Background: an optimization exercise with open tools, aiming at small area, a short achievable clock period and few clock cycles. Do not read the settings as production practice.
RTL that was checked went through simulation tests only; none was proved equivalent to the original.
The RTL of runs 2 to 4 was laid out without a check of its function.
No activity file was given, so power comes from the tool's default toggle rates.

--- flow/constraint.sdc ---
create_clock -name core_clock -period 10.0 [get_ports {clk}]
set_input_delay 2.0000 -clock core_clock [delete_from_list [all_inputs] [get_ports {clk}]]
set_output_delay 2.0000 -clock core_clock [all_outputs]
set_load 0.01 [all_outputs]
--- flow/config.mk ---
export PLATFORM = sky130hd
export DESIGN_NAME = CPU
export DESIGN_NICKNAME = CPU
export VERILOG_FILES = /design/flow/design.v
export SDC_FILE = /design/flow/constraint.sdc
export NUM_CORES = 4
export LEC_CHECK = 0
export CAP_MARGIN = 20
export CORE_MARGIN = 2
export CORE_UTILIZATION = 40
export SLEW_MARGIN = 20
--- flow/run.sh ---
#!/bin/bash
# synth_recipe.tcl (not shown) runs the flow's synth.tcl, then flattens the netlist and writes it again
# the make line also repeats each setting of config.mk as NAME=value (left out here)
make -C /OpenROAD-flow-scripts/flow DESIGN_CONFIG=/design/flow/config.mk WORK_HOME=/design/flow/orfs CLKGATE_MAP_FILE= SYNTH_SCRIPT=/design/flow/synth_recipe.tcl finish
--- flow/design.v ---
`timescale 1ns/1ns
module ALU(input[7:0] A, B, input[1:0] ALUOP, output[7:0] out);
    assign out = ALUOP == 2'b00 ? A + B :
          ALUOP == 2'b01 ? A - B :
          ALUOP == 2'b10 ? A & B : 
          ~A;
endmodule
`timescale 1ns/1ns
module ALUReg(input[7:0] inp, input clk, rst, output reg[7:0] out);
    always @(posedge rst, posedge clk) begin
        if (rst)
            out <= 8'b0;
        else 
            out <= inp;
    end
endmodule
`timescale 1ns/1ns
module AReg(input[7:0] inp, input ldA, clk, rst, output reg[7:0] out);
    always @(posedge rst, posedge clk) begin
        if (rst)
            out <= 8'b0;
        else if (ldA)
            out <= inp;
        else
            out <= out;
    end
endmodule
`timescale 1ns/1ns
module BReg(input[7:0] inp, input ldB, clk, rst, output reg[7:0] out);
    always @(posedge rst, posedge clk) begin
        if (rst)
            out <= 8'b0;
        else if (ldB)
            out <= inp;
        else
            out <= out;
    end
endmodule
`timescale 1ns/1ns
module IR(input[7:0] inp, input IRWrite, clk, rst, output reg[7:0] out);
    always @(posedge rst, posedge clk) begin
        if (rst)
            out <= 8'b0;
        else if (IRWrite)
            out <= inp;
        else
            out <= out;
    end
endmodule
`timescale 1ns/1ns
module MDR(input[7:0] inp, input clk, rst, output reg[7:0] out);
    always @(posedge rst, posedge clk) begin
        if (rst)
            out <= 8'b0;
        else
            out <= inp;
    end
endmodule
`timescale 1ns/1ns
module ZReg(input[7:0] inp, input clk, rst, output out);
    assign out = (inp == 8'b0) ? 1'b1 : 1'b0;
endmodule
`timescale 1ns/1ns
module mem(input[4:0] address, input[7:0] writeData, input memRead, memWrite, clk, rst,
           input ld_we, input[4:0] ld_addr, input[7:0] ld_data, output[7:0] out);
    reg[7:0] mem [0:31];
    assign out = mem[address];
    always @(posedge clk) begin
        if (ld_we)
            mem[ld_addr] <= ld_data;
        else if (memWrite)
            mem[address] <= writeData;
    end
endmodule
`timescale 1ns/1ns
module pcReg(input[4:0] in, input write, clk, rst, output reg[4:0] out);
    always @(posedge clk, posedge rst) begin
        if (rst)
            out <= 0;
        else if (write)
            out <= in;
        else
            out <= out;
    end
endmodule
`timescale 1ns/1ns
module stack(input[7:0] din, input push, pop, tos, clk, rst, output reg[7:0] dout);
    reg[7:0] mem [0:31];
    reg[4:0] top;
    always @(posedge clk, posedge rst) begin
        if (rst) begin
            integer i;
            for (i = 0 ; i < 32 ; i = i + 1) begin
              mem[i] <= 0;
            end
            top <= 0;
            dout <= 0;
        end
        else begin
            if (push) begin
                top <= top + 1;
                mem[top] <= din;
            end
            else if (pop) begin
                top <= top - 1;
                dout <= mem[top - 1];
            end
            else if (tos) begin
                dout <= mem[top - 1];
            end
            else begin
              dout <= dout;
            end
        end
    end
endmodule
`timescale 1ns/1ns
module controller (input clk, rst, input [2:0] opcode,  output reg IorD, srcA, srcB, lda, ldb,
                  output reg PCsrc, PCwrite, memRead, IRwrite, tos, pop, push, MtoS, PCwriteCond, memWrite, output reg [1:0] ALUop);
      parameter If = 0, getTop = 1, readFromMem = 2, pushFromMem = 3, popStage = 4, secOprndPop = 5, loadB = 6, jump = 7,
                loadA = 8, branch = 9, ALUfuncNot = 10, ALUfunc = 11, pushRes = 12, writeToMem = 13;
      reg[3:0] ps, ns;
      always @ (posedge rst, posedge clk) begin
        if (rst) ps <= If;
        else ps <= ns;
      end
      always @ (ps, opcode) begin : State_changing_block
        case (ps)
          If: ns <= getTop;
          getTop: ns <= (opcode == 3'b100) ? readFromMem :
                        (opcode == 3'b110) ? jump :
                        (opcode == 3'b111) ? branch :
                        popStage;
          readFromMem: ns <= pushFromMem;
          pushFromMem: ns <= If;
          jump: ns <= If;
          branch: ns <= If;
          popStage: ns <= loadA;
          loadA: ns <= (opcode == 3'b101) ? writeToMem :
                       (opcode == 3'b011) ? ALUfuncNot :
                       secOprndPop;
          writeToMem: ns <= If;
          ALUfuncNot: ns <= pushRes;
          secOprndPop: ns <= loadB;
          loadB: ns <= ALUfunc;
          ALUfunc: ns <= pushRes;
          pushRes: ns <= If;
          default: ns <= If;
        endcase
      end
      always @ (ps) begin
        {IorD, srcA, srcB, lda, ldb, PCsrc, PCwrite, memRead, IRwrite, tos, pop, push, MtoS, PCwriteCond, memWrite, ALUop} = 16'b0;
        case (ps)
          If: begin
            IorD = 0;
            srcA = 1;
            srcB = 1;
            ALUop = 0;
            PCsrc = 0;
            PCwrite = 1;
            memRead = 1;
            IRwrite = 1;
          end
          getTop: begin
            tos = 1;
          end
          readFromMem: begin
            IorD = 1;
            memRead = 1;
          end
          pushFromMem: begin
            MtoS = 1;
            push = 1;
          end
          popStage: begin
            pop = 1;
          end
          secOprndPop: begin
            pop = 1;
          end
          loadB: begin
            ldb = 1;
          end
          jump: begin
            PCsrc = 1;
            PCwrite = 1;
          end
          loadA: begin
            lda = 1;
          end
          branch: begin
            PCwriteCond = 1;
            PCsrc = 1;
          end
          ALUfuncNot: begin
            ALUop = 3;
          end
          ALUfunc: begin
            ALUop = opcode[1:0];
          end
          pushRes: begin
            push = 1;
          end
          writeToMem: begin
            IorD = 1;
            memWrite = 1;
          end
        endcase
      end
endmodule
`timescale 1ns/1ns
module dataPath(input [1:0] ALUOP, input pcWriteUnCond, pcWriteCond, IorD, memRead, memWrite, IRWrite, MtoS, push, pop, tos, ldA, ldB, srcA, srcB, pcSrc, clk, rst,
                input ld_we, input[4:0] ld_addr, input[7:0] ld_data, output[2:0] opc, output[4:0] st_addr, output[7:0] st_data);
    wire pcWrite, zero;
    wire[4:0] pcIn, pcOut, address;
    wire[7:0] AOut, BOut, memOut, MDROut, stackOut, din, ALURegOut, ALUA, ALUB, ALUOut, IROut;
    assign pcWrite = pcWriteUnCond || (pcWriteCond && zero);
    assign pcIn = pcSrc == 1'b0 ? ALUOut[4:0] : IROut[4:0];
    pcReg pcModule(pcIn, pcWrite, clk, rst, pcOut);
    assign address = IorD == 1'b0 ? pcOut : IROut[4:0];
    mem memoryModule(address, AOut, memRead, memWrite, clk, rst, ld_we, ld_addr, ld_data, memOut);
    IR IRModule(memOut, IRWrite, clk, rst, IROut);
    MDR MDRModule(memOut, clk, rst, MDROut);
    assign din = MtoS == 1'b0 ? ALURegOut : MDROut;
    stack stackModule(din, push, pop, tos, clk, rst, stackOut);
    AReg ARegModule(stackOut, ldA, clk, rst, AOut);
    BReg BRegModule(stackOut, ldB, clk, rst, BOut);
    ZReg ZRegModule(stackOut, clk, rst, zero);
    assign ALUA = srcA == 1'b0 ? AOut : {3'b0, pcOut};
    assign ALUB = srcB == 1'b0 ? BOut : 8'b00000001;
    ALU ALUModule(ALUA, ALUB, ALUOP, ALUOut);
    ALUReg ALURegModule(ALUOut, clk, rst, ALURegOut);
    assign opc = IROut[7:5];
    assign st_addr = address;
    assign st_data = AOut;
endmodule
`timescale 1ns/1ns
module CPU (input clk, rst,
            input ld_we, input [4:0] ld_addr, input [7:0] ld_data,
            output st_valid, output [4:0] st_addr, output [7:0] st_data);
  wire [2:0] opc;
  wire [1:0] ALUop;
  wire IorD, srcA, srcB, lda, ldb, PCsrc, PCwrite, memRead, IRwrite, tos, pop, push, MtoS, PCwriteCond, memWrite;
  controller ctrl (clk, rst, opc, IorD, srcA, srcB, lda, ldb, PCsrc, PCwrite, memRead, IRwrite, tos, pop, push, MtoS, PCwriteCond, memWrite, ALUop);
  dataPath DP (ALUop, PCwrite, PCwriteCond, IorD, memRead, memWrite, IRwrite, MtoS, push, pop, tos, lda, ldb, srcA, srcB, PCsrc, clk, rst,
               ld_we, ld_addr, ld_data, opc, st_addr, st_data);
  assign st_valid = memWrite;
endmodule
==> results.toml, run 1 <==
[final_layout]
fin_util_pct = 45.3
syn_to_final_growth_pct = 12.1
fillers = 5790
final_nets = 2227
antenna_cells = 0
final_cell_mix = "nand2_1 (331), dfrtp_1 (318), o21ai_0 (258)"
drive_gt1_share_pct = 9.33
final_common_cell = "nand2_1"

[timing]
tightest_slew_ns = 1.18
post-route-min-period_ns = 5.45
finalHoldViolCount = 0
report.final.slew_viol_count = 0
rsz0062_at_grt = "no"
slew_headroom_pct = 21.1
setup_viol = 0
finalSetupTns_ns = 0
finalCritPeriodShare_pct = 54.5
fin_worst_skew_ns = 0.0210
timing.fmax_ghz = 0.183

[detailed_routing]
drtIter0Drc = 1924
dr_wl_met2_um = 32100
drc_errors = 0
via_per_inst = 5.79
num_vias = 17800
dr.pass1.iters = 6
ant_nets = 0
top_layer_used = "met5"
wl_met1_um = 31400
wirelength_um = 71300
wl_met3_um = 5820
wl_per_cell_um = 23.2

[logic_synthesis]
ys_warn_count = 10
synthArstFlopShare_pct = 55.4
synth-edff-count = 256
synthFlopType = "dfrtp_1"
synth_cell_types = 70
ys_seq_area_share_pct = 61.4
netlist_area_mm2 = 0.0255
synth.area.top_cells = "dfrtp_1 (31%), edfxtp_1 (30%), mux2i_1 (8.8%)"
ys_ff_latch = 574
syn_area_per_cell_um2 = 11.6
syn_nets = 2243
yosysTopAreaCell = "dfrtp_1"
synth.top_cell.area_share_pct = 31.2
syn-instance-count = 2201

[critical_path]
critical_path_required_ns = 8.00
reg2regPathDepth = 11
cp_max_fo = 13
r2r-start = "ctrl.ps[1]"
cp_cell_sequence = "inv_2 -> nand4_2 -> inv_2 -> a21oi_4 -> mux2i_1 -> inv_1 -> clkdlybuf4s50_1"
crit_slowest_cell = "dfrtp_1"
reg2reg_to = "DP.IRModule.out[5]"
rrSetupSlack_ns = 5.44
start_kind = "register"
max_stage_delay_ns = 0.68
crit_type = "reg -> out"
crit_arrival_ns = 3.45
cpMostUsedCell = "inv_2"
cp-end-kind = "primary output"

[floorplanning]
dieArea_mm2 = 0.0657
coreArea_mm2 = 0.0631
die_y_um = 256
start_util_pct = 40.4
ios = 30
row_count = 92
chipWidth_um = 256

[global_route]
grt_pass1_wl_um = 109000
gr-usage-all-layers_pct = 21.6
grt_overflow = 0
grt_pass1_vias = 17400
antenna_found_initial = 1
grt_max_degree = 164

[clock_network]
cts_resized = 0
clk_latency_ns = 0.62
cts_max_path_buffers = 3
htree_levels = 2
numCtsBuffers = 58
cts_hold_buffers = 0
cts_tree = "done"
clk_pin_slew_worst_paths_ns = 0.06
post_cts_buffers = 0
cts.sinks = 574
cts_root_buf = "clkbuf_16"

[min_path]
worstHoldStart = "DP.stackModule.mem[24][1]"
hold_class = "reg -> reg"
holdPathEnd = "DP.stackModule.mem[24][1]"
whs_path_depth = 2

[placement]
routabilityCongestion = 0.873
hpwl_um = 46600
portBuffers = 29

[power_and_ir_drop]
vdd_drop_max_mv = 0.245
p_leak_uw = 0.0113
pwr_density_cell_mw_per_mm2 = 321

[status]
status = "finished clean"

[job]
max_cap_viol_count = 0
[synthesized netlist by cell type, types with 4 or more instances]
master	count
mux2_2	45
a211oi_1	5
buf_1	5
a221oi_1	16
nor4_2	9
buf_2	19
nor2_1	127
o22a_1	5
or3_1	4
nor3b_1	4
nand3b_1	4
a32oi_1	6
a222oi_1	9
a21o_1	4
nor3_1	10
nand2_1	331
o22ai_1	52
inv_1	29
o221ai_1	4
ha_1	24
or2_2	5
and3_1	10
nor2b_1	11
nand4_1	7
a22o_1	14
and2_1	6
a31oi_1	25
nor4_1	7
nand3_1	60
a22oi_1	33
clkbuf_1	100
nand2b_1	7
xnor2_1	4
buf_4	14
o211ai_1	4
o21ai_0	258
dfrtp_1	318
a32o_1	4
a21oi_1	77
edfxtp_1	256
mux2i_1	224
[stage by stage]
stage / cell area (um^2) / power [uW] / hold slack, ns / setup slack [ns] / std cells
floorplan: 25500 / 5720 / 0.442 / 3.76 / 2201
global placement: 26700 / 6940 / 0.459 / 4.77 / 2968
detailed placement: 26700 / 7060 / 0.467 / 4.67 / 2970
CTS: 28500 / 9150 / 0.481 / 4.59 / 3074
global route: 28500 / 9620 / 0.497 / 4.41 / 3075
finish: 28500 / 9160 / 0.476 / 4.55 / 3075
[where the power goes]
part | switching, uW | internal [uW]
sequential | 399 | 2960
combinational | 2410 | 1300
clock | 920 | 1170
[sequential cells by signal, indices dropped and copies added (netlist names)]
register	count
DP.memoryModule.mem	256
DP.stackModule.mem	256
DP.ALURegModule.out	8
DP.ARegModule.out	8
DP.BRegModule.out	8
DP.IRModule.out	8
DP.MDRModule.out	8
DP.stackModule.dout	8
DP.pcModule.out	5
DP.stackModule.top	5
ctrl.ps	4
[kinds of logic after synthesis]
logic type,share of synthesized area (%)
AND/OR/NAND/NOR,10.5
flip-flops,61.4
AO/OA/AOI/OAI,12.9
multiplexers,10.8
buffers and inverters,2.83
adder cells (fa/ha/maj),1.34
XOR/XNOR,0.172
[cell type report]
cell class,count,area (um^2),area share [%]
tap,846,1060,3.71
timing repair buffer,63,611,2.14
inverter,31,120,0.421
clock buffer,80,1600,5.62
sequential,574,15600,54.8
clock inverter,24,200,0.701
multi-input combinational,1457,9310,32.6
[worst max-delay path: cells and delay by family, from the launching register on]
family,cells,cell delay (ns)
mux,1,0.58
buf+inv,4,1.09
flops,1,0.68
simple gates,1,0.18
compound gates,1,0.28
[worst max path at each step]
stage,start,end,slack [ns]
2_1_floorplan,rst,DP.ALURegModule.out[0],3.76
3_3_place_gp,ld_we,DP.memoryModule.mem[23][3],4.77
3_5_place_dp,ld_we,DP.memoryModule.mem[19][4],4.67
4_1_cts,ctrl.ps[1],st_addr[4],4.59
5_1_grt,ctrl.ps[1],st_addr[0],4.41
6_report,ctrl.ps[1],st_addr[0],4.55
[per-layer routing]
layer  GRT usage, %  vias up
met5              0        -
met4           6.20        2
met3           4.31      135
met2           33.4      694
met1           31.0     8960
li1               -     8024
Testbench counts, summed over its fixed seeds: cycles 96,597.
==> inputs of run 2 (changes only) <==
==> flow/design.v (replaced) <==
`timescale 1ns/1ns
module CPU (input clk, rst,
            input ld_we, input [4:0] ld_addr, input [7:0] ld_data,
            output st_valid, output [4:0] st_addr, output [7:0] st_data);
  reg [7:0] mem [0:31];
  reg [7:0] stk [0:31];
  reg [4:0] pc;
  reg [4:0] a;                  
  reg [1:0] aop;                
  reg       e_push, e_pop, e_alu, e_not, e_jz;
  reg [7:0] sd;                 
  wire taken = e_jz & (stk[0] == 8'd0);
  assign st_valid = e_pop;
  assign st_addr  = a;
  assign st_data  = sd;
  always @(posedge clk) begin
    if (ld_we)
      mem[ld_addr] <= ld_data;
    else if (e_pop)
      mem[a] <= sd;
  end
  wire [7:0] fm = mem[pc];
  wire [7:0] f  = (e_pop && a == pc) ? sd : fm;
  always @(posedge clk, posedge rst) begin
    if (rst) begin
      pc <= 5'd0;
      a <= 5'd0;
      aop <= 2'd0;
      {e_push, e_pop, e_alu, e_not, e_jz} <= 5'd0;
    end else if (taken) begin
      pc <= a;
      {e_push, e_pop, e_alu, e_not, e_jz} <= 5'd0;
    end else begin
      a <= f[4:0];
      aop <= f[6:5];
      e_push <= f[7:5] == 3'b100;
      e_pop  <= f[7:5] == 3'b101;
      e_alu  <= ~f[7] & (f[6:5] != 2'b11);
      e_not  <= f[7:5] == 3'b011;
      e_jz   <= f[7:5] == 3'b111;
      pc <= (f[7:5] == 3'b110) ? f[4:0] : pc + 5'd1;
    end
  end
  reg [7:0] top_n;
  always @* begin
    case (aop)
      2'b00:   top_n = stk[0] + stk[1];
      2'b01:   top_n = stk[0] - stk[1];
      default: top_n = stk[0] & stk[1];
    endcase
    if (e_push)      top_n = mem[a];
    else if (e_pop)  top_n = stk[1];
    else if (e_not)  top_n = ~stk[0];
    else if (!e_alu) top_n = stk[0];
  end
  always @(posedge clk) begin
    if (!taken && f[7:5] == 3'b101)
      sd <= top_n;
  end
  wire down = e_push;             
  wire up   = e_pop | e_alu;      
  integer k;
  always @(posedge clk, posedge rst) begin
    if (rst) begin
      for (k = 0; k < 32; k = k + 1)
        stk[k] <= 8'd0;
    end else begin
      stk[0] <= top_n;
      for (k = 1; k < 32; k = k + 1)
        if (down)
          stk[k] <= stk[k-1];
        else if (up)
          stk[k] <= stk[(k+1) % 32];
    end
  end
endmodule
==> flow/flow/run.sh (new file) <==
#!/bin/bash
# Standard ORFS layout, with repair_timing aiming for a tighter setup slack.
set -e
cp standard.sh logs_standard_sh.txt 2>/dev/null || true
echo "export SETUP_SLACK_MARGIN = ${MARGIN:-7.0}" >> config.mk
bash standard.sh > standard.log 2>&1
==> flow/standard.sh (new file) <==
#!/bin/bash
# synth_recipe.tcl (not shown) runs the flow's synth.tcl, then flattens the netlist and writes it again
# the make line also repeats each setting of config.mk as NAME=value (left out here)
make -C /OpenROAD-flow-scripts/flow DESIGN_CONFIG=/design/flow/config.mk WORK_HOME=/design/flow/orfs CLKGATE_MAP_FILE= SYNTH_SCRIPT=/design/flow/synth_recipe.tcl "${@:-finish}"
--- a/flow/config.mk
+++ b/flow/config.mk
@@ -6,6 +6,8 @@
 export NUM_CORES = 4
 export LEC_CHECK = 0
+export ABC_CLOCK_PERIOD_IN_PS = 2800
 export CAP_MARGIN = 20
 export CORE_MARGIN = 2
 export CORE_UTILIZATION = 40
 export SLEW_MARGIN = 20
+export SETUP_SLACK_MARGIN = 7.0
removed: flow/run.sh
==> run 2 against run 1 <==
Wire length shrank 14%. Total power grew 5.1%. Final cell count shrank 7.3%. Utilization grew 2.3 points. Die area grew 0.80%. Clock skew shrank 0.0050 ns. Count of clock-buffer cells in the layout shrank 4. Maximum frequency grew 61%. Critical endpoint is now st_addr[1].
==> results.toml, run 2 <==
[final_layout]
antenna_cells = 0
reg_top3 = "mem: 256 flops, stk: 256 flops, sd: 8 flops"
drive_gt1_share_pct = 22.8
syn_to_final_growth_pct = 17.3
final_cell_mix = "nor2_1 (283), mux2i_1 (272), a21oi_1 (268)"
fin_area_mm2 = 0.0301
final_nets = 1985
final_common_cell = "nor2_1"
fin_util_pct = 47.6
final-instance-count-excl-fill = 2849

[clock_network]
numCtsBuffers = 57
clk_pin_slew_worst_paths_ns = 0.06
cts_hold_buffers = 0
cts_tree = "done"
cts.sinks = 537
clk_latency_ns = 0.62
cts_max_path_buffers = 3
htree_levels = 2
cts_root_buf = "clkbuf_16"

[timing]
fin_worst_skew_ns = 0.0160
post-route-min-period_ns = 3.39
finalSetupTns_ns = 0
rsz0062_at_grt = "yes"
timing.fmax_ghz = 0.295
tightest_slew_ns = 1.14
finalHoldViolCount = 0
slew_headroom_pct = 23.8
setup_viol = 0
finalCritPeriodShare_pct = 33.9
report.final.slew_viol_count = 0
holdWs_ns = 0.529

[critical_path]
crit_family = "flip-flops"
reg2regPathDepth = 8
cp_max_fo = 2
reg2reg_to = "sd[2]"
cp-end-kind = "primary output"
crit_arrival_ns = 1.39
crit_slowest_cell = "dfrtp_4"
crit_buf_inv = 2
cp_cell_sequence = "buf_16 -> buf_6"
max_stage_delay_ns = 0.51
r2r-start = "a[1]"
critical_path_required_ns = 8.00
crit_type = "reg -> out"
start_kind = "register"
rrSetupSlack_ns = 7.05

[logic_synthesis]
ys_ff_latch = 537
synth_compound_area_share_pct = 7.49
synthArstFlopShare_pct = 50.8
synth_top_cells_by_count = "nor2_1 (317), mux2i_1 (274), a21oi_1 (273), dfrtp_1 (273), edfxtp_1 (264)"
ys_seq_area_share_pct = 57.5
syn_area_per_cell_um2 = 13.3
synth_most_common_cell = "nor2_1"
yosysTopAreaCell = "edfxtp_1"
netlist_area_mm2 = 0.0257
synthAdderAreaFrac_pct = 0.565
syn-instance-count = 1931
ys_warn_count = 2
synth.top_cell.area_share_pct = 30.9
synth.area.top_cells = "edfxtp_1 (31%), dfrtp_1 (27%), mux4_2 (12%)"
synth_xor_xnor_area_share_pct = 0.614
synthFlopType = "dfrtp_1"
synth-edff-count = 264
synth.mux.area_fraction_pct = 24.2
synth-simple-area-share_pct = 6.86
syn_nets = 1958
synth_cell_types = 65
synth_top_family_by_area = "multiplexers"

[detailed_routing]
drtIter0Drc = 1373
drc_errors = 0
num_vias = 16200
ant_nets = 0
via_per_inst = 5.67
wirelength_um = 61600
wl_per_cell_um = 21.6
dr.pass1.iters = 6

[floorplanning]
start_util_pct = 40.6
row_count = 92
die_y_um = 257
ios = 30
chipWidth_um = 257
coreArea_mm2 = 0.0633
dieArea_mm2 = 0.0663

[min_path]
worstHoldStart = "stk[31][5]"
holdPathEnd = "stk[31][5]"
whs_path_depth = 2
hold_class = "reg -> reg"

[power_and_ir_drop]
p_leak_uw = 0.0101
pwr_density_cell_mw_per_mm2 = 320
vdd_drop_max_mv = 0.176

[placement]
placed_cell_area_mm2 = 0.0270
dp.cells = 2678
portBuffers = 29
hpwl_um = 36200
routabilityCongestion = 0.842

[global_route]
grt_overflow = 0
antenna_found_initial = 0
gr-usage-all-layers_pct = 18.6
grt_max_degree = 281
grt_pass1_wl_um = 95300
grt_pass1_vias = 15700

[job]
max_cap_viol_count = 0

[status]
status = "finished clean"
-- run 2: cells by family after synthesis --
group / after synthesis
multiplexers: 435
adder cells (fa/ha/maj): 11
buffers and inverters: 157
XOR/XNOR: 18
AO/OA/AOI/OAI: 349
AND/OR/NAND/NOR: 424
flip-flops: 537
-- run 2: how the worst max path moves through the flow --
stage                     startpoint    endpoint  slack [ns]  cells after the start
after floorplan                  rst        a[0]        4.39                      1
after global placement         ld_we   mem[6][0]        5.48                      5
after detailed placement       ld_we  mem[10][2]        5.40                      5
after CTS                       a[1]  st_addr[1]        6.57                      2
after global routing            a[1]  st_addr[1]        6.58                      2
final                           a[1]  st_addr[1]        6.61                      2
-- run 2: routing by layer --
layer | up-vias | wire length [um] | global-route usage (%)
met1 | 8122 | 27300 | 27.0
met2 | 578 | 27400 | 27.5
met4 | 0 | 2260 | 6.86
li1 | 7326 | - | -
met5 | - | 0 | 0
met3 | 128 | 4680 | 3.85
-- run 2: repair_timing --
action                                 4_1_cts  5_1_grt
gates resized for setup                    141       26
endpoints found under the hold margin        0        0
cloned                                       7        1
pin swaps                                   10       14
setup endpoints to repair                  992      335
setup buffers                               41       17
-- run 2: power by group --
part	internal (uW)	switching, uW	total, uW	leakage, uW
combinational	1900	2260	4160	0.00413
sequential	2840	431	3270	0.00504
clock	1310	892	2200	0.000951
total	6040	3590	9630	0.0101
-- run 2: stage by stage --
stage          power [uW]  worst slack (ns)
6_report             9630              6.61
5_1_grt             10100              6.58
4_1_cts              9520              6.57
3_5_place_dp         6880              5.40
3_3_place_gp         6780              5.48
2_1_floorplan        6010              4.39
-- run 2: tightest hold or removal path, stage by stage (launching register included) --
cell     delay (ns)
dfrtp_1        0.34
nor2_1         0.05
a21oi_1        0.10
-- run 2: cell type report --
class / instances / area [um^2]
flip-flops and latches: 537 / 14800
multi-input cells: 1238 / 10800
clock buffers: 76 / 1640
repair buffers: 114 / 1460
well taps: 846 / 1060
inverters: 10 / 41.3
clock inverters: 28 / 330
fillers: 5483 / 33200
==> inputs of run 3 (changes only) <==
--- a/flow/design.v
+++ b/flow/design.v
@@ -10,16 +10,26 @@
   reg       e_push, e_pop, e_alu, e_not, e_jz;
   reg [7:0] sd;                 
+  reg [4:0] sa;                 
+  reg       lw;                 
+  reg [4:0] la;
+  reg [7:0] ldv;
   wire taken = e_jz & (stk[0] == 8'd0);
   assign st_valid = e_pop;
-  assign st_addr  = a;
+  assign st_addr  = sa;
   assign st_data  = sd;
   always @(posedge clk) begin
-    if (ld_we)
-      mem[ld_addr] <= ld_data;
-    else if (e_pop)
-      mem[a] <= sd;
+    lw  <= ld_we;
+    la  <= ld_addr;
+    ldv <= ld_data;
+  end
+  wire       wen   = lw | e_pop;
+  wire [4:0] waddr = lw ? la : sa;
+  wire [7:0] wdata = lw ? ldv : sd;
+  always @(posedge clk) begin
+    if (wen)
+      mem[waddr] <= wdata;
   end
   wire [7:0] fm = mem[pc];
-  wire [7:0] f  = (e_pop && a == pc) ? sd : fm;
+  wire [7:0] f  = (wen && waddr == pc) ? wdata : fm;
   always @(posedge clk, posedge rst) begin
     if (rst) begin
@@ -55,6 +65,8 @@
   end
   always @(posedge clk) begin
-    if (!taken && f[7:5] == 3'b101)
+    if (!taken && f[7:5] == 3'b101) begin
       sd <= top_n;
+      sa <= f[4:0];
+    end
   end
   wire down = e_push;             
==> run 3 against run 2 <==
Maximum frequency up 1.1%. Critical endpoint unchanged. Non-clock buffer count down 15. Utilization shrank 1.4 points. Critical path depth shrank 1. Worst hold slack barely moved. Design area fell by 1.3%. Total power about the same. Count of clock-buffer cells in the layout stayed put. Wire length shrank 1.9%. Largest cell class unchanged.
==> results.toml, run 3 <==
[critical_path]
crit_slowest_cell = "edfxtp_1"
crit_arrival_ns = 1.35
start_kind = "register"
cp_cell_sequence = "buf_2"
crit_family = "flip-flops"
crit_buf_inv = 1
critical_path_required_ns = 8.00
cp-startpoint = "sa[1]"
cp_max_fo = 2
max_stage_delay_ns = 0.54
crit_type = "reg -> out"
rrSetupSlack_ns = 7.01
reg2regPathDepth = 13
reg2reg_to = "sd[7]"
cp-end-kind = "primary output"
r2r-start = "aop[0]"

[detailed_routing]
ant_nets = 0
num_vias = 16100
drc_errors = 0
drtIter0Drc = 1439
wirelength_um = 60400
wl_per_cell_um = 20.9
dr.pass1.iters = 6
via_per_inst = 5.57

[timing]
timing.fmax_ghz = 0.299
finalHoldViolCount = 0
fin_worst_skew_ns = 0.0321
rsz0062_at_grt = "yes"
slew_headroom_pct = 22.2
setup_viol = 0
report.final.slew_viol_count = 0
finalCritPeriodShare_pct = 33.5
finalSetupTns_ns = 0
post-route-min-period_ns = 3.35
tightest_slew_ns = 1.16

[logic_synthesis]
synth_cell_types = 65
synth_top_cells_by_count = "nor2_1 (322), mux2i_1 (314), a21oi_1 (280)"
yosysTopAreaCell = "edfxtp_1"
syn_area_per_cell_um2 = 13.2
ys_warn_count = 2
ys_ff_latch = 556
synth-edff-count = 269
synth.top_cell.area_share_pct = 30.9
netlist_area_mm2 = 0.0261
syn_nets = 2008
syn-instance-count = 1981
synth.area.top_cells = "edfxtp_1 (31%), dfrtp_1 (26%), mux2i_1 (12%)"
synthArstFlopShare_pct = 49.1
synth_most_common_cell = "nor2_1"
synthFlopType = "dfrtp_1"
ys_seq_area_share_pct = 58.2

[floorplanning]
start_util_pct = 40.5
chipWidth_um = 259
ios = 30
coreArea_mm2 = 0.0645
dieArea_mm2 = 0.0673
die_y_um = 259
row_count = 93

[final_layout]
final_common_cell = "nor2_1"
reg_top3 = "mem: 256 flops, stk: 256 flops"
syn_to_final_growth_pct = 13.9
final_nets = 2019
drive_gt1_share_pct = 18.4
final_cell_mix = "nor2_1 (318), mux2i_1 (310), a21oi_1 (277)"
fin_util_pct = 46.1
fillers = 5636

[placement]
hpwl_um = 34700
portBuffers = 29
routabilityCongestion = 0.839

[clock_network]
cts_max_path_buffers = 3
numCtsBuffers = 58
cts_root_buf = "clkbuf_16"
cts_hold_buffers = 0
cts_tree = "done"
htree_levels = 2
cts.sinks = 556
clk_pin_slew_worst_paths_ns = 0.06
clk_latency_ns = 0.63

[global_route]
grt_overflow = 0
grt_max_degree = 267
antenna_found_initial = 1
grt_pass1_vias = 15900
grt_pass1_wl_um = 94300
gr-usage-all-layers_pct = 18.1

[min_path]
whs_path_depth = 2
hold_class = "reg -> reg"
holdPathEnd = "stk[31][3]"
worstHoldStart = "stk[31][3]"

[power_and_ir_drop]
vdd_drop_max_mv = 0.328
p_leak_uw = 0.0101
pwr_density_cell_mw_per_mm2 = 324

[job]
max_cap_viol_count = 0

[status]
status = "finished clean"
## run 3: cell count changes after synthesis, sizes merged, moves of 6 or more
cell and change:
nand2b -7, a21oi +6, nor3 -7, dfxtp +14, mux2i +43, nor2b +7, a211oi -7, inv +11
nand2 -10, mux4 -21
## run 3: layout make-up
cell class	instances	area [um^2]	share of cell area, %
Antenna cell	1	2.50	0.00841
Clock buffer	76	1550	5.21
Clock inverter	31	367	1.23
Inverter	21	82.6	0.278
Multi-Input combinational cell	1256	10400	34.9
Sequential cell	556	15200	51.2
Tap cell	855	1070	3.60
Timing Repair Buffer	99	1060	3.58
## run 3: timing repair
item / 4_1_cts / 5_1_grt
gates cloned: 4 / 1
setup endpoints to repair: 329 / 239
resized for setup: 102 / 35
pin swaps: 9 / 16
hold endpoints to repair: 0 / 0
setup buffers: 42 / 8
## run 3: through the flow
stage	std cells	hold slack (ns)	area [um^2]	total power, uW	setup WS (ns)
after floorplan	1981	0.488	26100	6120	4.39
after global placement	2731	0.516	27000	6970	5.55
after detailed placement	2731	0.522	27000	7070	5.46
after CTS	2884	0.535	29500	9570	6.61
after global routing	2894	0.568	29700	10200	6.62
final	2895	0.530	29700	9630	6.65
## run 3: how the worst max path moves through the flow
stage / to / slack [ns] / cells after the start
2_1_floorplan: a[0] / 4.39 / 1
3_3_place_gp: a[0] / 5.55 / 4
3_5_place_dp: a[0] / 5.46 / 4
4_1_cts: st_addr[2] / 6.61 / 1
5_1_grt: st_data[4] / 6.62 / 1
6_report: st_addr[1] / 6.65 / 1
## run 3: routing by layer
metal  track usage, %  vias to the layer above  part of all wire (%)
met1             25.2                     8111                    44
met3             3.14                      125                   6.2
li1                 -                     7419                     -
met5                0                        -                     0
met4             6.78                        0                   3.5
met2             28.3                      476                    47
## run 3: kinds of logic (layout without fill, tap and decap cells)
group | count (synthesis) | in the layout | synth area share [%]
AOI/OAI and AO/OA | 368 | 368 | 7.84
xor gates and xnor gates | 19 | 19 | 0.637
adders and majority gates | 11 | 11 | 0.556
buffers and inverters | 170 | 227 | 2.79
DFF | 556 | 556 | 58.2
muxes | 458 | 458 | 23.7
other | 0 | 1 | 0
and+or+nand+nor | 399 | 400 | 6.26
## run 3: power by group
group	internal, uW	total, uW	switching (uW)
Combinational	1770	3970	2200
Clock	1270	2180	906
Sequential	3010	3480	475
Total	6050	9630	3580
## run 3: worst register-to-register path, cell delays in order (launching register included)
cell and delay (ns):
dfrtp_1 0.41, nor2b_4 0.16, buf_4 0.14, buf_4 0.13
a21oi_1 0.14, xnor2_1 0.14, ha_1 0.27, o21ai_2 0.07
a21oi_2 0.06, o41ai_2 0.30, xor2_1 0.31, or3_1 0.19
a311oi_2 0.09, o31a_1 0.32
==> inputs of run 4 (changes only) <==
--- a/flow/config.mk
+++ b/flow/config.mk
@@ -10,4 +10,7 @@
 export CORE_MARGIN = 2
 export CORE_UTILIZATION = 40
+export CTS_BUF_LIST = sky130_fd_sc_hd__clkbuf_8 sky130_fd_sc_hd__clkbuf_16
+export CTS_CLUSTER_DIAMETER = 60
+export CTS_CLUSTER_SIZE = 30
 export SLEW_MARGIN = 20
 export SETUP_SLACK_MARGIN = 7.0
==> run 4 against run 3 <==
Still clean. Global-route usage shrank 0.15 points. Sequential share of layout area grew 0.71 points. Design area shrank 1.4%. Maximum frequency shrank 0.54%. Worst hold slack gained 0.0037 ns. Total power shrank 3.4%. Wire length shrank 1.2%. Setup slack lost 0.018 ns. Critical path depth is the same. Non-clock buffer count shrank 3. Critical path type unchanged. Critical endpoint is now st_addr[3].
==> results.toml, run 4 <==
[critical_path]
start_kind = "register"
crit_buf_inv = 1
cp-end-kind = "primary output"
crit_family = "flip-flops"
crit_slowest_cell = "edfxtp_1"
critical_path_required_ns = 8.00
crit_type = "reg -> out"
crit_arrival_ns = 1.37
max_stage_delay_ns = 0.55
cp_max_fo = 2
cp_cell_sequence = "buf_2"

[global_route]
grt_overflow = 0
grt_pass1_wl_um = 93400
grt_pass1_vias = 15800
gr-usage-all-layers_pct = 17.9
grt_max_degree = 267
antenna_found_initial = 2

[power_and_ir_drop]
p_leak_uw = 0.00992
seq_power_share_pct = 37.3
intPower_uw = 5680
pwr-share-clk_pct = 19.9
switchingPower_uw = 3630
vdd_drop_max_mv = 0.296
comb_power_share_pct = 42.7
pwr_density_cell_mw_per_mm2 = 317
swShare_pct = 39.0

[logic_synthesis]
yosysTopAreaCell = "edfxtp_1"
synthFlopType = "dfrtp_1"
netlist_area_mm2 = 0.0261
synth_top_cells_by_count = "nor2_1 (322), mux2i_1 (314), a21oi_1 (280)"
synth_most_common_cell = "nor2_1"
synthArstFlopShare_pct = 49.1
syn_nets = 2008
synth.area.top_cells = "edfxtp_1 (31%), dfrtp_1 (26%), mux2i_1 (12%)"
synth_cell_types = 65
ys_ff_latch = 556
synth-edff-count = 269
ys_seq_area_share_pct = 58.2
ys_warn_count = 2
syn_area_per_cell_um2 = 13.2
synth.top_cell.area_share_pct = 30.9
syn-instance-count = 1981

[clock_network]
clk_pin_slew_worst_paths_ns = 0.10
cts_tree = "done"
cts_root_buf = "clkbuf_16"
htree_levels = 2
cts_max_path_buffers = 3
clk_latency_ns = 0.61
cts.sinks = 556
numCtsBuffers = 42

[floorplanning]
dieArea_mm2 = 0.0673
row_count = 93
ios = 30
start_util_pct = 40.5
chipWidth_um = 259
die_y_um = 259
coreArea_mm2 = 0.0645

[detailed_routing]
ant_nets = 0
wl_per_cell_um = 20.9
wirelength_um = 59700
dr.pass1.iters = 5
drtIter0Drc = 1396
num_vias = 15900
drc_errors = 0
via_per_inst = 5.56

[job]
max_cap_viol_count = 0

[timing]
holdWs_ns = 0.533
finalHoldViolCount = 0
report.final.slew_viol_count = 0
finalSetupTns_ns = 0
rsz0062_at_grt = "yes"
post-route-min-period_ns = 3.37
fin_worst_skew_ns = 0.0421
fin_ws_ns = 6.63
slew_headroom_pct = 21.8
finalCritPeriodShare_pct = 33.7
tightest_slew_ns = 1.17
timing.fmax_ghz = 0.297
setup_viol = 0

[final_layout]
final_common_cell = "nor2_1"
fin_area_mm2 = 0.0293
syn_to_final_growth_pct = 12.4
drive_gt1_share_pct = 17.7
final_cell_mix = "nor2_1 (318), mux2i_1 (311), a21oi_1 (277)"
final_nets = 2000
reg_top3 = "mem: 256 flops, stk: 256 flops"
fillers = 5677
final-instance-count-excl-fill = 2862

[placement]
placed_cell_area_mm2 = 0.0270
hpwl_um = 34700
pre_cts_slack_ns = 5.46
dp.cells = 2731
routabilityCongestion = 0.839
portBuffers = 29

[status]
status = "finished clean"

[min_path]
hold_class = "reg -> reg"
-- run 4: cell counts after synthesis --
No cell type changed its count.
-- run 4: final cells by class --
cell class	count	area, um^2	area share [%]
Clock buffer	44	1090	3.71
Tap cell	855	1070	3.65
Clock inverter	33	425	1.45
Multi-Input combinational cell	1256	10400	35.5
Antenna cell	1	2.50	0.00853
Sequential cell	556	15200	51.9
Timing Repair Buffer	96	1050	3.57
Inverter	21	82.6	0.281
-- run 4: path summary, 6_finish.rpt --
path	start	to	depth (start not counted)	slack (ns)
max	sa[3]	st_addr[3]	1	6.63
min	stk[31][3]	stk[31][3]	2	0.53
max in group asynchronous	rst	stk[18][4]	4	7.21
min reg2reg	stk[31][3]	stk[31][3]	2	0.53
max reg2reg	aop[0]	sd[7]	12	6.95
min in group asynchronous	rst	stk[27][3]	3	1.88
-- run 4: what timing repair did --
action,in CTS,in global routing
hold buffers,0,0
setup buffers,36,12
endpoints found under the setup margin,340,227
gates cloned,4,0
pin swaps,9,19
resized for setup,103,43
-- run 4: logic make-up after synthesis --
group / share of synthesized area [%]
flip-flops: 58.2
multiplexers: 23.7
buffers and inverters: 2.79
AO/OA/AOI/OAI: 7.84
AND/OR/NAND/NOR: 6.26
XOR/XNOR: 0.637
adder cells (fa/ha/maj): 0.556
-- run 4: power by group through the flow --
stage	clock [uW]	sequential (uW)	combinational (uW)
finish	1860	3480	3980
global route	1990	3540	4320
CTS	1900	3470	3830
detailed placement	0	3630	3440
global placement	0	3610	3360
floorplan	0	3300	2820
-- run 4: per-stage QoR --
stage / total power, uW / utilization, %
2_1_floorplan: 6120 / -
3_3_place_gp: 6970 / 41.9
3_5_place_dp: 7070 / 41.9
4_1_cts: 9200 / 45.1
5_1_grt: 9850 / 45.5
6_report: 9310 / 45.5
-- run 4: metal layers --
metal	track usage (%)	routed length (um)	share of wire (%)	up-vias
met4	6.74	2180	3.7	0
met5	0	0	0	-
met3	2.55	3560	6.0	113
li1	-	-	-	7342
met2	28.3	27700	46	444
met1	25.2	26200	44	8027
==> inputs of run 5 (changes only) <==
==> flow/design.v (replaced) <==
`timescale 1ns/1ns
module CPU (input clk, rst,
            input ld_we, input [4:0] ld_addr, input [7:0] ld_data,
            output st_valid, output [4:0] st_addr, output [7:0] st_data);
  reg [7:0] mem [0:31];
  reg [7:0] stk [0:31];
  reg [4:0] pc;
  reg [7:0] ir;
  reg       iv;
  wire [2:0] op = ir[7:5];
  wire [4:0] a  = ir[4:0];
  wire e_push = iv & (op == 3'b100);
  wire e_pop  = iv & (op == 3'b101);
  wire e_alu  = iv & ~op[2] & (op[1:0] != 2'b11);
  wire e_not  = iv & (op == 3'b011);
  wire e_jz   = iv & (op == 3'b111);
  wire taken  = e_jz & (stk[0] == 8'd0);
  assign st_valid = e_pop;
  assign st_addr  = a;
  assign st_data  = stk[0];
  always @(posedge clk) begin
    if (ld_we)
      mem[ld_addr] <= ld_data;
    else if (e_pop)
      mem[a] <= stk[0];
  end
  wire [7:0] fm = mem[pc];
  wire [7:0] f  = (e_pop && a == pc) ? stk[0] : fm;
  always @(posedge clk, posedge rst) begin
    if (rst) begin
      pc <= 5'd0;
      ir <= 8'd0;
      iv <= 1'b0;
    end else if (taken) begin
      pc <= a;
      iv <= 1'b0;
    end else begin
      ir <= f;
      iv <= 1'b1;
      pc <= (f[7:5] == 3'b110) ? f[4:0] : pc + 5'd1;
    end
  end
  reg [7:0] top_n;
  always @* begin
    case (op[1:0])
      2'b00:   top_n = stk[0] + stk[1];
      2'b01:   top_n = stk[0] - stk[1];
      default: top_n = stk[0] & stk[1];
    endcase
    if (e_push)     top_n = mem[a];
    else if (e_pop) top_n = stk[1];
    else if (e_not) top_n = ~stk[0];
    else if (!e_alu) top_n = stk[0];
  end
  wire down = e_push;             
  wire up   = e_pop | e_alu;      
  integer k;
  always @(posedge clk, posedge rst) begin
    if (rst) begin
      for (k = 0; k < 32; k = k + 1)
        stk[k] <= 8'd0;
    end else begin
      stk[0] <= top_n;
      for (k = 1; k < 32; k = k + 1)
        if (down)
          stk[k] <= stk[k-1];
        else if (up)
          stk[k] <= stk[(k+1) % 32];
    end
  end
endmodule
==> flow/run.sh (new file) <==
#!/bin/bash
# synth_recipe.tcl (not shown) runs the flow's synth.tcl, then flattens the netlist and writes it again
# the make line also repeats each setting of config.mk as NAME=value (left out here)
make -C /OpenROAD-flow-scripts/flow DESIGN_CONFIG=/design/flow/config.mk WORK_HOME=/design/flow/orfs CLKGATE_MAP_FILE= SYNTH_SCRIPT=/design/flow/synth_recipe.tcl finish
==> flow/config.mk (replaced) <==
export PLATFORM = sky130hd
export DESIGN_NAME = CPU
export DESIGN_NICKNAME = CPU
export VERILOG_FILES = /design/flow/design.v
export SDC_FILE = /design/flow/constraint.sdc
export NUM_CORES = 4
export LEC_CHECK = 0
export CAP_MARGIN = 20
export CORE_MARGIN = 2
export CORE_UTILIZATION = 40
export SLEW_MARGIN = 20
removed: flow/flow/run.sh
removed: flow/standard.sh
==> run 5 against run 4 <==
Largest power group unchanged. Register-to-register slack worse by 0.99 ns. Still clean. Sequential share of layout area shrank 0.38 points. Utilization shrank 0.77 points. Critical path type unchanged.
==> results.toml, run 5 <==
[status]
status = "finished clean"

[global_route]
gr-usage-all-layers_pct = 17.9
grt_pass1_wl_um = 89000
grt_max_degree = 155
grt_overflow = 0
antenna_found_initial = 1
grt_pass1_vias = 15000

[min_path]
hold_class = "reg -> reg"
whs_path_depth = 2
holdPathEnd = "stk[31][7]"
worstHoldStart = "stk[31][7]"

[logic_synthesis]
yosysTopAreaCell = "edfxtp_1"
syn_nets = 1926
synth_most_common_cell = "nand2_1"
synthArstFlopShare_pct = 51.3
synth_cell_types = 61
syn-instance-count = 1899
synth.top_cell.area_share_pct = 30.5
ys_seq_area_share_pct = 57.3
synth_top_cells_by_count = "nand2_1 (290), dfrtp_1 (270), mux2i_1 (257)"
synth.area.top_cells = "edfxtp_1 (31%), dfrtp_1 (27%), mux4_2 (12%)"
ys_ff_latch = 526
netlist_area_mm2 = 0.0252
synth-edff-count = 256
ys_warn_count = 2
synthFlopType = "dfrtp_1"
syn_area_per_cell_um2 = 13.3

[final_layout]
final_cell_mix = "nand2_1 (289), dfrtp_1 (266), mux2i_1 (257)"
final_nets = 1890
final_common_cell = "nand2_1"
area.sequential_mm2 = 0.0145
antenna_cells = 0
syn_to_final_growth_pct = 11.4
multi_input_area_mm2 = 0.0101
reg_top3 = "mem: 256 flops, stk: 256 flops, ir: 8 flops"
fin_util_pct = 44.7
final-instance-count-excl-fill = 2751
fillers = 5528
drive_gt1_share_pct = 15.1

[clock_network]
cts_tree = "done"
cts_max_path_buffers = 3
cts_resized = 0
post_cts_buffers = 0
htree_levels = 2
clk_latency_ns = 0.62
cts_hold_buffers = 0
numCtsBuffers = 55
cts.sinks = 526
clk_pin_slew_worst_paths_ns = 0.06
cts_root_buf = "clkbuf_16"

[detailed_routing]
via_per_inst = 5.60
drtIter0Drc = 1590
wirelength_um = 57300
dr.pass1.iters = 8
drc_errors = 0
num_vias = 15400
ant_nets = 0
wl_per_cell_um = 20.8

[timing]
report.final.slew_viol_count = 0
post-route-min-period_ns = 5.13
fin_worst_skew_ns = 0.0262
finalHoldViolCount = 0
rsz0062_at_grt = "no"
finalCritPeriodShare_pct = 51.3
fin_ws_ns = 4.87
tightest_slew_ns = 1.10
slew_headroom_pct = 27.0
setup_viol = 0
finalSetupTns_ns = 0
timing.fmax_ghz = 0.195

[floorplanning]
chipWidth_um = 255
start_util_pct = 40.2
die_y_um = 255
ios = 30
dieArea_mm2 = 0.0650
row_count = 92
coreArea_mm2 = 0.0627

[critical_path]
cp-end-kind = "primary output"
crit_arrival_ns = 3.13
crit_family = "buffers and inverters"
crit_buf_inv = 2
start_kind = "register"
max_stage_delay_ns = 0.74
reg2reg_to = "pc[2]"
cp_cell_sequence = "nand4b_1 -> inv_1 -> clkdlybuf4s50_1"
crit_type = "reg -> out"
cp_max_fo = 21
reg2regPathDepth = 8
crit_slowest_cell = "clkdlybuf4s50_1"
r2r-start = "pc[0]"
rrSetupSlack_ns = 5.96
critical_path_required_ns = 8.00

[placement]
portBuffers = 29
pre_cts_slack_ns = 4.85
routabilityCongestion = 0.860
dp.cells = 2652
hpwl_um = 36800

[power_and_ir_drop]
report.power.total_uw = 9090
p_leak_uw = 0.0115
vdd_drop_max_mv = 0.168
pwr_density_cell_mw_per_mm2 = 324

[job]
max_cap_viol_count = 0
-- run 5: changes by cell type after synthesis, moves of 19 or more --
cell and delta:
o21ai_0 +236, a21oi_1 -258, clkbuf_1 -19, nor2_1 -260, mux2i_1 -57, nand2_1 +257
-- run 5: routing by layer --
layer | global-route usage [%] | share of wire, % | wire length, um | vias up
li1 | - | - | - | 7059
met1 | 25.2 | 43 | 24700 | 7782
met2 | 27.5 | 46 | 26600 | 450
met3 | 3.48 | 7.0 | 4010 | 118
met4 | 6.80 | 3.5 | 2000 | 2
met5 | 0 | 0.016 | 9 | -
-- run 5: worst min-delay path, cell delays in order (launching register included) --
cell and delay (ns):
dfrtp_1 0.35, nand2_1 0.05, o21ai_0 0.06
-- run 5: cells by family after synthesis --
kind of cell / share of synthesized area (%)
and+or+nand+nor: 6.59
adders and majority gates: 0.576
buffers and inverters: 2.70
AOI/OAI and AO/OA: 7.90
xor gates and xnor gates: 0.625
DFF: 57.3
muxes: 24.3
-- run 5: worst max-delay path by stage --
stage	from	end	depth (start not counted)	slack [ns]
finish	ir[6]	st_valid	3	4.87
global route	ir[6]	st_valid	3	4.82
global placement	ld_we	mem[19][1]	5	4.97
detailed placement	ld_we	mem[19][1]	5	4.85
CTS	ir[6]	st_valid	3	4.95
floorplan	rst	ir[0]	1	0.56
-- run 5: power breakdown --
| part | leakage (uW) | total, uW | internal (uW) | switching, uW |
|---|---|---|---|---|
| clock network | 0.000925 | 2120 | 1260 | 856 |
| logic | 0.00467 | 3650 | 1640 | 2010 |
| registers | 0.00592 | 3330 | 2760 | 571 |
| total | 0.0115 | 9090 | 5660 | 3430 |
-- run 5: metrics by stage --
step	hold WS, ns	area [um^2]
after global routing	0.533	28100
final	0.485	28100
after detailed placement	0.475	26100
after CTS	0.488	28000
after floorplan	0.450	25200
after global placement	0.462	26100
-- run 5: area by class of cell --
class                   instances  share of cell area (%)
clock buffers                  69                    5.42
flip-flops and latches        526                    51.5
inverters                      17                   0.254
well taps                     846                    3.77
multi-input cells            1211                    36.0
repair buffers                 52                    1.69
clock inverters                30                    1.33
Testbench counts of run 5, summed over its fixed seeds: cycles 20,287.
==> inputs of run 6 (changes only) <==
==> flow/design.v (replaced) <==
`timescale 1ns/1ns
module CPU (input clk, rst,
            input ld_we, input [4:0] ld_addr, input [7:0] ld_data,
            output st_valid, output [4:0] st_addr, output [7:0] st_data);
  reg [7:0] mem [0:31];
  reg [7:0] stk [0:31];
  reg [4:0] pc;
  reg [4:0] a;                  
  reg       e_push, e_pop, e_add, e_sub, e_and, e_not, e_jz;
  reg       e_up;               
  reg       e_keep;             
  reg [7:0] sd;                 
  reg [4:0] sa;                 
  reg       lw;                 
  reg [4:0] la;
  reg [7:0] ldv;
  wire [7:0] s0 = stk[0];
  wire [7:0] s1 = stk[1];
  wire taken = e_jz & (s0 == 8'd0);
  assign st_valid = e_pop;
  assign st_addr  = sa;
  assign st_data  = sd;
  always @(posedge clk) begin
    lw  <= ld_we;
    la  <= ld_addr;
    ldv <= ld_data;
  end
  wire       wen   = lw | e_pop;
  wire [4:0] waddr = lw ? la : a;
  wire [7:0] wdata = lw ? ldv : s0;
  always @(posedge clk) begin
    if (wen)
      mem[waddr] <= wdata;
  end
  wire [7:0] fm = mem[pc];
  wire [7:0] f  = (wen && waddr == pc) ? wdata : fm;
  wire [2:0] fo = f[7:5];
  always @(posedge clk, posedge rst) begin
    if (rst) begin
      pc <= 5'd0;
      a  <= 5'd0;
      {e_push, e_pop, e_add, e_sub, e_and, e_not, e_jz, e_up} <= 8'd0;
      e_keep <= 1'b1;
    end else begin
      a <= f[4:0];
      if (taken) begin
        pc <= a;
        {e_push, e_pop, e_add, e_sub, e_and, e_not, e_jz, e_up} <= 8'd0;
        e_keep <= 1'b1;
      end else begin
        pc <= (fo == 3'b110) ? f[4:0] : pc + 5'd1;
        e_push <= fo == 3'b100;
        e_pop  <= fo == 3'b101;
        e_add  <= fo == 3'b000;
        e_sub  <= fo == 3'b001;
        e_and  <= fo == 3'b010;
        e_not  <= fo == 3'b011;
        e_jz   <= fo == 3'b111;
        e_up   <= (fo == 3'b101) | (~fo[2] & (fo[1:0] != 2'b11));
        e_keep <= fo[2] & fo[1];
      end
    end
  end
  always @(posedge clk) begin
    sa <= f[4:0];
  end
  wire [7:0] md   = mem[a];
  wire [7:0] sum  = s0 + s1;
  wire [7:0] diff = ~(~s0 + s1);           
  wire [7:0] top_n = ({8{e_push}} & md)
                   | ({8{e_pop}}  & s1)
                   | ({8{e_add}}  & sum)
                   | ({8{e_sub}}  & diff)
                   | ({8{e_and}}  & (s0 & s1))
                   | ({8{e_not}}  & ~s0)
                   | ({8{e_keep}} & s0);
  always @(posedge clk) begin
    sd <= top_n;
  end
  integer k;
  always @(posedge clk, posedge rst) begin
    if (rst) begin
      for (k = 0; k < 32; k = k + 1)
        stk[k] <= 8'd0;
    end else begin
      stk[0] <= top_n;
      for (k = 1; k < 32; k = k + 1)
        if (e_push)
          stk[k] <= stk[k-1];
        else if (e_up)
          stk[k] <= stk[(k+1) % 32];
    end
  end
endmodule
==> flow/flow/run.sh (new file) <==
#!/bin/bash
# Standard ORFS layout (the standard.sh, unchanged synthesis), with extra
# settings appended to config.mk: repair_timing aims for a tighter setup slack,
# and the port buffers are plain buffers.
set -e
cat flow/extra.mk >> config.mk
bash standard.sh > standard.log 2>&1
==> flow/flow/extra.mk (new file) <==
export SETUP_SLACK_MARGIN = 7.0
export BUFFER_PORTS_ARGS = -buffer_cell sky130_fd_sc_hd__buf_4
==> flow/standard.sh (new file) <==
#!/bin/bash
# synth_recipe.tcl (not shown) runs the flow's synth.tcl, then flattens the netlist and writes it again
# the make line also repeats each setting of config.mk as NAME=value (left out here)
make -C /OpenROAD-flow-scripts/flow DESIGN_CONFIG=/design/flow/config.mk WORK_HOME=/design/flow/orfs CLKGATE_MAP_FILE= SYNTH_SCRIPT=/design/flow/synth_recipe.tcl "${@:-finish}"
--- a/flow/config.mk
+++ b/flow/config.mk
@@ -6,6 +6,12 @@
 export NUM_CORES = 4
 export LEC_CHECK = 0
+export ABC_CLOCK_PERIOD_IN_PS = 2800
 export CAP_MARGIN = 20
 export CORE_MARGIN = 2
 export CORE_UTILIZATION = 40
+export CTS_BUF_LIST = sky130_fd_sc_hd__clkbuf_8 sky130_fd_sc_hd__clkbuf_16
+export CTS_CLUSTER_DIAMETER = 60
+export CTS_CLUSTER_SIZE = 30
 export SLEW_MARGIN = 20
+export SETUP_SLACK_MARGIN = 7.0
+export BUFFER_PORTS_ARGS = -buffer_cell sky130_fd_sc_hd__buf_4
removed: flow/run.sh
==> run 6 against run 5 <==
Still clean on timing, DRC and antenna. Total power fell by 4.6%. Design area rose by 2.9%. Synthesized cell count rose by 1.6%. Maximum frequency rose by 59%. First-iteration DRC count rose by 2.3%. Wire length rose by 3.8%. Die area rose by 2.6%. Setup slack improved by 1.9 ns. Clock power fell by 13%. Utilization rose by 0.23 points. Critical endpoint unchanged. Largest power group is now registers.
==> results.toml, run 6 <==
[critical_path]
cp_cell_sequence = "buf_6"
crit_buf_inv = 1
crit_arrival_ns = 1.24
start_kind = "register"
crit_slowest_cell = "dfrtp_4"
reg2regPathDepth = 7
cp_max_fo = 2
crit_family = "flip-flops"
cp-end-kind = "primary output"
rrSetupSlack_ns = 7.09
critical_path_required_ns = 8.00
reg2reg_to = "stk[0][1]"
max_stage_delay_ns = 0.50
r2r-start = "a[0]"
crit_type = "reg -> out"

[timing]
finalCritPeriodShare_pct = 32.4
rsz0062_at_grt = "yes"
setup_viol = 0
finalSetupTns_ns = 0
report.final.slew_viol_count = 0
tightest_slew_ns = 1.26
finalHoldViolCount = 0
slew_headroom_pct = 15.8
post-route-min-period_ns = 3.24
holdWs_ns = 0.499
timing.fmax_ghz = 0.309
fin_worst_skew_ns = 0.0214

[global_route]
grt_overflow = 0
grt_pass1_wl_um = 91500
grt_pass1_vias = 15000
grt_max_degree = 153
gr-usage-all-layers_pct = 17.8
antenna_found_initial = 0

[logic_synthesis]
synth_top_cells_by_count = "nand2_1 (303), mux2i_1 (283), dfrtp_1 (274)"
ys_ff_latch = 558
ys_seq_area_share_pct = 58.4
syn_area_per_cell_um2 = 13.4
yosysTopAreaCell = "edfxtp_1"
synth-edff-count = 256
synth.top_cell.area_share_pct = 29.7
synth_cell_types = 61
synth_most_common_cell = "nand2_1"
syn-instance-count = 1930
synthArstFlopShare_pct = 49.3
synth.area.top_cells = "edfxtp_1 (30%), dfrtp_1 (27%), mux4_2 (12%)"
syn_nets = 1964
synthFlopType = "dfrtp_1"
ys_warn_count = 2
netlist_area_mm2 = 0.0259

[final_layout]
reg_top3 = "mem: 256 flops, stk: 256 flops"
drive_gt1_share_pct = 18.5
final_cell_mix = "nand2_1 (303), mux2i_1 (280), dfrtp_1 (266)"
final_common_cell = "nand2_1"
syn_to_final_growth_pct = 11.7
final_nets = 1953
antenna_cells = 0

[clock_network]
clk_pin_slew_worst_paths_ns = 0.10
numCtsBuffers = 41
cts.sinks = 558
cts_max_path_buffers = 3
clk_latency_ns = 0.60
cts_root_buf = "clkbuf_16"
htree_levels = 2
cts_tree = "done"
cts_hold_buffers = 0

[placement]
hpwl_um = 36300
routabilityCongestion = 0.828
portBuffers = 29

[floorplanning]
row_count = 93
dieArea_mm2 = 0.0667
coreArea_mm2 = 0.0642
start_util_pct = 40.3
chipWidth_um = 258
ios = 30
die_y_um = 258

[min_path]
hold_class = "reg -> reg"
worstHoldStart = "stk[16][0]"
whs_path_depth = 2
holdPathEnd = "stk[17][0]"

[detailed_routing]
ant_nets = 0
wl_per_cell_um = 21.2
drc_errors = 0
dr.pass1.iters = 6
num_vias = 15600
wirelength_um = 59500
drtIter0Drc = 1626
via_per_inst = 5.54

[power_and_ir_drop]
p_leak_uw = 0.0114
pwr_density_cell_mw_per_mm2 = 300
vdd_drop_max_mv = 0.240

[status]
status = "finished clean"

[job]
max_cap_viol_count = 0
[run 6: cell types whose count changed in the layout (fill, tap and decap cells not counted), moves of 8 or more]
| cell | change |
|---|---|
| buf_4 | +31 |
| buf_6 | +16 |
| clkbuf_16 | -12 |
| clkdlybuf4s50_1 | -29 |
| dfxtp_1 | +13 |
| dfxtp_2 | +8 |
| mux2i_1 | +23 |
| mux4_1 | -9 |
| nand2_1 | +14 |
| nor2_1 | -12 |
| nor2b_1 | +8 |
| o22ai_1 | +12 |
[run 6: cell families after synthesis]
group | Yosys count | share of synthesized area (%)
flip-flops | 558 | 58.4
multiplexers | 443 | 24.0
AND/OR/NAND/NOR | 394 | 6.13
AO/OA/AOI/OAI | 346 | 7.46
buffers and inverters | 160 | 2.69
adder cells (fa/ha/maj) | 18 | 0.929
XOR/XNOR | 11 | 0.373
[run 6: final cells by class]
class | count | area, um^2
Sequential cell | 558 | 15200
Clock inverter | 34 | 482
Fill cell | 5741 | 35300
Clock buffer | 42 | 1050
Timing Repair Buffer | 83 | 907
Inverter | 23 | 92.6
Multi-Input combinational cell | 1212 | 10100
Tap cell | 855 | 1070
[run 6: metal layers]
layer  global-route usage (%)  vias up  wire length [um]
met3                     4.14       91              4680
li1                         -     7162                 -
met4                     5.19        0              1730
met5                        0        -                 0
met1                     25.9     7801             26700
met2                     26.7      501             26500
[run 6: what timing repair did]
action | in CTS | in global routing
pin swaps | 1 | 2
buffers inserted | 8 | 14
gates resized for setup | 53 | 16
cloned | 2 | 2
endpoints found under the setup margin | 494 | 117
[run 6: per-stage QoR]
step	setup WS [ns]	instances	utilization, %	power (uW)	instance area, um^2
finish	6.76	2807	45.0	8680	28900
detailed placement	5.82	2704	41.8	6660	26800
global placement	5.84	2704	41.7	6570	26800
global route	6.70	2807	45.0	9160	28900
CTS	6.71	2790	44.6	8660	28700
floorplan	4.36	1930	-	5770	25900
[run 6: power breakdown]
group	total, uW	internal [uW]	switching [uW]
logic	3360	1580	1780
registers	3470	2980	487
clock network	1850	897	954
[run 6: worst max path at each step]
stage	slack [ns]	endpoint	startpoint	cells after the start
4_1_cts	6.71	st_valid	e_pop	1
5_1_grt	6.70	st_valid	e_pop	1
3_5_place_dp	5.82	stk[15][0]	rst	4
6_report	6.76	st_valid	e_pop	1
2_1_floorplan	4.36	a[0]	rst	1
3_3_place_gp	5.84	stk[16][0]	rst	4
[run 6: worst min-delay path: cells and delay by family (launching register included)]
family	cells	cell delay [ns]
DFF	1	0.37
and+or+nand+nor	1	0.06
AOI/OAI and AO/OA	1	0.06
Testbench counts of run 6, summed over its fixed seeds: cycles 20,287.
==> inputs of run 7 (changes only) <==
==> flow/flow/extra.mk (replaced) <==
export SETUP_SLACK_MARGIN = 7.2
export TNS_END_PERCENT = 20
export BUFFER_PORTS_ARGS = -buffer_cell sky130_fd_sc_hd__buf_4
--- a/flow/config.mk
+++ b/flow/config.mk
@@ -14,4 +14,5 @@
 export CTS_CLUSTER_SIZE = 30
 export SLEW_MARGIN = 20
-export SETUP_SLACK_MARGIN = 7.0
+export SETUP_SLACK_MARGIN = 7.2
+export TNS_END_PERCENT = 20
 export BUFFER_PORTS_ARGS = -buffer_cell sky130_fd_sc_hd__buf_4
==> run 7 against run 6 <==
Still clean. Final cell count rose by 0.18%. Global-route usage rose by 0.13 points. Combinational power rose by 3%. Critical path depth stayed put. Clock skew shrank 0.00067 ns. Design area is 0.71% higher. Sequential power hardly changed. Via count shrank 0.22%. Critical path type unchanged.
==> results.toml, run 7 <==
[status]
status = "finished clean"

[logic_synthesis]
yosysTopAreaCell = "edfxtp_1"
synth_top_family_by_area = "multiplexers"
synth.mux.area_fraction_pct = 24.0
synth-simple-area-share_pct = 6.13
synth_compound_area_share_pct = 7.46
synth_most_common_cell = "nand2_1"
netlist_area_mm2 = 0.0259
syn_nets = 1964
synth-edff-count = 256
synth.top_cell.area_share_pct = 29.7
synth_xor_xnor_area_share_pct = 0.373
synth_top_cells_by_count = "nand2_1 (303), mux2i_1 (283), dfrtp_1 (274)"
syn_area_per_cell_um2 = 13.4
ys_ff_latch = 558
synthArstFlopShare_pct = 49.3
synthFlopType = "dfrtp_1"
synth.area.top_cells = "edfxtp_1 (30%), dfrtp_1 (27%), mux4_2 (12%)"
synthAdderAreaFrac_pct = 0.929
syn-instance-count = 1930
ys_seq_area_share_pct = 58.4
ys_warn_count = 2
synth_cell_types = 61

[global_route]
grt_pass1_vias = 15100
grt_max_degree = 153
met2_usage_pct = 26.6
grt_pass1_wl_um = 91900
antenna_found_initial = 0
met1_usage_pct = 26.1
gr-usage-all-layers_pct = 17.9
grt_overflow = 0
grt_util_met3_pct = 4.36
busiest_layer = "met2"

[detailed_routing]
ant_nets = 0
via_per_inst = 5.52
num_vias = 15500
drtIter0Drc = 1748
drc_errors = 0
dr.pass1.iters = 5
wl_per_cell_um = 21.4
wirelength_um = 60200

[final_layout]
fin_area_mm2 = 0.0291
final_cell_mix = "nand2_1 (303), mux2i_1 (279), dfrtp_1 (265)"
reg_top3 = "mem: 256 flops, stk: 256 flops"
antenna_cells = 0
fin_util_pct = 45.3
syn_to_final_growth_pct = 12.5
final-instance-count-excl-fill = 2812
final_nets = 1958
drive_gt1_share_pct = 19.0
final_common_cell = "nand2_1"

[clock_network]
cts.sinks = 558
cts_max_path_buffers = 3
numCtsBuffers = 41
cts_root_buf = "clkbuf_16"
clk_latency_ns = 0.60
clk_pin_slew_worst_paths_ns = 0.09
htree_levels = 2
cts_tree = "done"

[placement]
routabilityCongestion = 0.828
portBuffers = 29
dp.cells = 2704
hpwl_um = 36300
placed_cell_area_mm2 = 0.0268

[timing]
finalCritPeriodShare_pct = 32.4
report.final.slew_viol_count = 0
finalHoldViolCount = 0
post-route-min-period_ns = 3.24
timing.fmax_ghz = 0.309
fin_worst_skew_ns = 0.0207
setup_viol = 0
finalSetupTns_ns = 0
tightest_slew_ns = 1.17
rsz0062_at_grt = "yes"
slew_headroom_pct = 21.6

[critical_path]
max_stage_delay_ns = 0.50
cp-end-kind = "primary output"
critical_path_required_ns = 8.00
crit_buf_inv = 1
crit_slowest_cell = "dfrtp_4"
cp_cell_sequence = "buf_6"
cp_max_fo = 2
crit_type = "reg -> out"
crit_family = "flip-flops"
crit_arrival_ns = 1.24
start_kind = "register"

[min_path]
hold_class = "reg -> reg"

[power_and_ir_drop]
vdd_drop_max_mv = 0.240
pwr_density_cell_mw_per_mm2 = 301
report.power.total_uw = 8770
p_leak_uw = 0.0114

[job]
max_cap_viol_count = 0

[floorplanning]
row_count = 93
chipWidth_um = 258
ios = 30
coreArea_mm2 = 0.0642
start_util_pct = 40.3
dieArea_mm2 = 0.0667
die_y_um = 258
==> run 7: cell counts after synthesis <==
No cell type changed its count.
==> run 7: metrics by stage <==
step                      setup WS [ns]  hold slack, ns
after detailed placement           5.82           0.494
after global routing               6.70           0.535
after global placement             5.84           0.488
after CTS                          6.71           0.492
final                              6.76           0.501
after floorplan                    4.36           0.470
==> run 7: path summary, 6_finish.rpt <==
| kind | startpoint | cells after the start | slack [ns] | endpoint |
|---|---|---|---|---|
| worst min-delay path | stk[16][0] | 2 | 0.50 | stk[17][0] |
| worst min register to register | stk[16][0] | 2 | 0.50 | stk[17][0] |
| worst max-delay path | e_pop | 1 | 6.76 | st_valid |
| min in group asynchronous | rst | 2 | 1.34 | e_pop |
| worst max register to register | stk[0][0] | 11 | 7.26 | stk[0][6] |
| max in group asynchronous | rst | 4 | 7.32 | stk[22][0] |
==> run 7: final cells by class <==
cell class                      count  area, um^2
Fill cell                        5714       35100
Sequential cell                   558       15200
Multi-Input combinational cell   1212       10100
Timing Repair Buffer               88        1080
Tap cell                          855        1070
Clock buffer                       42        1050
Clock inverter                     34         482
Inverter                           23        95.1
==> run 7: logic make-up after synthesis <==
logic type	count (synthesis)
DFF	558
AOI/OAI and AO/OA	346
muxes	443
buffers and inverters	160
adders and majority gates	18
xor gates and xnor gates	11
and+or+nand+nor	394
==> run 7: report_power, final <==
group,internal [uW],leakage (uW),switching [uW]
clock,897,0.000733,954
sequential,2980,0.00622,492
combinational,1630,0.00448,1820
total,5510,0.0114,3260
==> run 7: per-layer routing <==
layer	wire length, um	part of all wire [%]	vias up
li1	-	-	7174
met1	26500	44	7743
met2	26500	44	507
met3	5140	8.5	97
met4	2040	3.4	0
met5	0	0	-
==> run 7: repair_timing <==
item	in CTS	in global routing
buffers inserted	11	13
pin swaps	3	4
gates resized for setup	38	52
hold buffers	0	0
endpoints found under the hold margin	0	0
cloned	4	3
setup endpoints to repair	635	299

==> what the ideal ports hide <==
The results above use ideal ports. As a check the final layouts listed here were re-extracted and re-timed, cells and wires unchanged. Step 1: set_driving_cell puts a clkbuf_16 on clk and a buf_2 on each other input, an assumption about the parent block. Step 2, shift: input delay + t, output delay - t, t = (earliest + latest rising clock arrival at the registers) / 2. This alone moves slack from input paths to output paths. a / b / c = ideal ports / drivers / drivers and shift; a / b = the first two.
run | t (ns) | setup slack, ns | hold slack, ns | worst data-port slew with drivers (ns) | cell pins on the clock port's net
run 1 | 0.675 | 4.548 / 4.485 / 4.893 | 0.476 / 0.476 / 0.476 | 0.04 | 1
run 2 | 0.666 | 6.614 / 6.554 / 6.325 | 0.529 / 0.529 / 0.529 | 0.12 | 1
run 3 | 0.675 | 6.651 / 6.587 / 6.591 | 0.530 / 0.530 / 0.530 | 0.03 | 1
run 4 | 0.656 | 6.632 / 6.569 / 6.593 | 0.533 / 0.533 / 0.533 | 0.03 | 1
run 5 | 0.667 | 4.869 / 4.807 / 4.797 | 0.485 / 0.485 / 0.485 | 0.05 | 1
run 6 | 0.655 | 6.765 / 6.705 / 6.696 | 0.499 / 0.499 / 0.499 | 0.05 | 1
run 7 | 0.657 | 6.763 / 6.704 / 6.693 | 0.501 / 0.501 / 0.501 | 0.05 | 1
After both steps every run listed still meets setup and hold. For run 2, which loses most, drivers alone change the setup slack by -0.060 ns; drivers and shift together by -0.289 ns. Setup slack includes reset recovery checks.
